From an optimization exercise on the open Yosys and OpenROAD flow, aimed at small area, a short achievable clock period and few clock cycles per item; shortcuts taken in it are not production practice.
Only simulation tests tie the RTL to the original design; equivalence was not proved.
Power figures rest on the tool's default switching activity, not on a simulated workload.

## job 9044
## SME
module SME(clk,reset,chardata,isstring,ispattern,valid,match,match_index);
input clk;
input reset;
input [7:0] chardata;
input isstring;
input ispattern;
output reg match;
output reg [4:0] match_index;
output reg valid;
reg [6:0] s [0:31];    
reg [5:0] len;         
reg       ps;          
reg       pp;          
reg       pc;          
reg [31:0] d;          
reg [2:0] blm1;        
wire [6:0] c = chardata[6:0];
wire is_dot    = (chardata == 8'h2E);
wire is_caret  = (chardata == 8'h5E);
wire is_dollar = (chardata == 8'h24);
integer k;
reg [31:0] eq, sp, lenis, mask, startok, endok, prev, dnext;
always @(*) begin
	for (k = 0; k < 32; k = k + 1) begin
		eq[k] = (s[k] == c);
		sp[k] = (s[k] == 7'h20);
		lenis[k] = (len[4:0] == k);
		mask[k] = (len > k);
	end
	startok[0] = 1'b1;
	for (k = 1; k < 32; k = k + 1) startok[k] = sp[k-1];
	for (k = 0; k < 31; k = k + 1) endok[k] = sp[k+1] | lenis[k+1];
	endok[31] = 1'b1;
	if (!pp)      prev = mask;
	else if (pc)  prev = startok & mask;
	else          prev = {d[30:0], 1'b0} & mask;
	dnext = (prev & (eq | {32{is_dot}})) | ({32{is_dollar}} & d & endok);
end
function [2:0] pe8;
	input [7:0] x;
	begin
		if (x[0])      pe8 = 3'd0;
		else if (x[1]) pe8 = 3'd1;
		else if (x[2]) pe8 = 3'd2;
		else if (x[3]) pe8 = 3'd3;
		else if (x[4]) pe8 = 3'd4;
		else if (x[5]) pe8 = 3'd5;
		else if (x[6]) pe8 = 3'd6;
		else           pe8 = 3'd7;
	end
endfunction
reg [3:0] anyg, selg;
reg [4:0] idxg [0:3];
reg [4:0] idx;
reg [3:0] dif;
always @(*) begin
	for (k = 0; k < 4; k = k + 1) begin
		anyg[k] = |d[8*k +: 8];
		dif = {1'b0, pe8(d[8*k +: 8])} - {1'b0, blm1};
		idxg[k] = {k[1:0] - {1'b0, dif[3]}, dif[2:0]};
	end
	selg[0] = anyg[0];
	selg[1] = !anyg[0] && anyg[1];
	selg[2] = !anyg[0] && !anyg[1] && anyg[2];
	selg[3] = !anyg[0] && !anyg[1] && !anyg[2];
	idx = ({5{selg[0]}} & idxg[0]) | ({5{selg[1]}} & idxg[1]) |
	      ({5{selg[2]}} & idxg[2]) | ({5{selg[3]}} & idxg[3]);
end
always @(posedge clk) begin
	if (isstring)
		for (k = 0; k < 32; k = k + 1)
			if ((ps ? lenis[k] : (k == 0)))
				s[k] <= c;
	d <= dnext;
	if (!is_dollar)
		blm1 <= (!pp || pc) ? 3'd0 : blm1 + 3'd1;
	match <= |anyg;
	match_index <= idx;
end
always @(posedge clk or posedge reset) begin
	if (reset) begin
		len <= 6'd0;
		ps <= 1'b0;
		pp <= 1'b0;
		pc <= 1'b0;
		valid <= 1'b0;
	end else begin
		ps <= isstring;
  ...
Settings: LEC_CHECK=0, CAP_MARGIN=20, CORE_MARGIN=2, CORE_UTILIZATION=40, CTS_BUF_LIST=sky130_fd_sc_hd__clkbuf_4 sky130_fd_sc_hd__clkbuf_8, SETUP_SLACK_MARGIN=2.8, SLEW_MARGIN=20; clock period 5.0 ns.
run.sh (not shown) runs the stock make flow with config.mk's settings and CLKGATE_MAP_FILE= SYNTH_SCRIPT=/design/flow/synth_recipe.tcl, a recipe that flattens the netlist after the stock synthesis.
In summary, job 9044 completed successfully, with a layout that passed the timing, DRC and antenna checks.
Testbench counts of job 9044, summed over its fixed seeds: cycles 21,057, items 2,412.
--- input diff job 9044..job 4137 ---
# job 9044
export LEC_CHECK = 0
export CAP_MARGIN = 20
export CORE_MARGIN = 2
export CORE_UTILIZATION = 40
export CTS_BUF_LIST = sky130_fd_sc_hd__clkbuf_4 sky130_fd_sc_hd__clkbuf_8
export SETUP_SLACK_MARGIN = 2.8
export SLEW_MARGIN = 20
create_clock -name core_clock -period 5.0 [get_ports {clk}]
# job 4137
export LEC_CHECK = 0
export CAP_MARGIN = 20
export CORE_MARGIN = 2
export CORE_UTILIZATION = 40
export CTS_BUF_LIST = sky130_fd_sc_hd__clkbuf_4 sky130_fd_sc_hd__clkbuf_8
export SETUP_SLACK_MARGIN = 2.9
export SLEW_MARGIN = 20
create_clock -name core_clock -period 5.0 [get_ports {clk}]
[summary]
Re final cell area excluding filler cells: job 9044 was lower than job 4137. Job 4137 ended up with a higher global-route usage than job 9044 did. Job 9044 → job 4137: register share of the cell area shows a reduction of 1.3 points; final period demand of the worst path shows a reduction of 0.10 ns; period utilization shows a reduction of 2.0 points; total power shows an increase of 8.1%; number of buffers outside the clock class in the layout shows an increase of 14. Job 4137 -> job 9044: total nets after synthesis delta 0, exact match.
## Diff of input files: job 3301 against job 4137
==> flow/flow/run.sh (new file) <==
#!/bin/bash
set -euo pipefail
cp config.mk my_config.mk
cat >> my_config.mk <<'EOC'
export CTS_ARGS = -sink_clustering_enable -repair_clock_nets -dont_use_dummy_load -buf_list {sky130_fd_sc_hd__clkbuf_4 sky130_fd_sc_hd__clkbuf_8}
EOC
sed "s#DESIGN_CONFIG=[^ ]*#DESIGN_CONFIG=$PWD/my_config.mk#" standard.sh > my_standard.sh
bash my_standard.sh > standard.log 2>&1
==> flow/standard.sh (new file) <==
#!/bin/bash
# synth_recipe.tcl (not shown) runs the flow's synth.tcl, then flattens the netlist and writes it again
# the make line also repeats each setting of config.mk as NAME=value (left out here)
make -C /OpenROAD-flow-scripts/flow DESIGN_CONFIG=/design/flow/config.mk WORK_HOME=/design/flow/orfs CLKGATE_MAP_FILE= SYNTH_SCRIPT=/design/flow/synth_recipe.tcl "${@:-finish}"
removed: flow/run.sh
==> summary.txt <==
- Between job 3301 and job 4137, it is job 3301 whose detail-routed via count per cell is higher, by 1.4%.
- Looking at job 3301 and job 4137, the global-route usage is a wash.
- When job 3301 is set beside job 4137, its power turns out to be 0.00062 W smaller.
- Re I/O pin count: no difference whatsoever between job 3301 and job 4137.
- Job 4137 -> job 3301: wire length on met1 increased slightly
- In the flow results for job 3301 and job 4137, the final-layout clock-cell area share is larger on job 4137.
- Post-synthesis instance area came out exactly the same in job 3301 and job 4137.
- Maximum frequency: job 3301 better than job 4137
- Job 3301 does worse than job 4137 on total wire length.

-- afterwards: timing with drivers on the ports --
In the flow no input, the clock included, has a driving cell. The finished layouts below were timed again as built, in two steps.
Step 1, drivers: a clkbuf_16 drives clk and a buf_2 each remaining input, both assumed.
Step 2 adds t to the input delays and takes it off the output delays; t is the mean of the earliest and latest rising clock arrival at the registers after step 1. Input paths then give back, and output paths get back, about the clock's delay inside the block.
a / b / c = no drivers / after step 1 / after step 2; a / b = the first two.
run | shift t [ns] | setup WS [ns] | worst setup path after step 2 | latest minus earliest clock arrival (ns) | cell pins on the clock port's net
job 9044 | 0.595 | 2.772 / 2.764 / 2.169 | input to register | 0.021 / 0.021 | 1
job 4137 | 0.611 | 2.874 / 2.874 / 2.301 | input to register | 0.017 / 0.018 | 1
job 3301 | 0.599 | 2.890 / 2.801 / 2.202 | input to register | 0.041 / 0.041 | 1
After both steps setup and hold are still met in every run listed. For job 3301, which loses most, drivers alone change the setup slack by -0.089 ns; drivers and shift together by -0.688 ns.
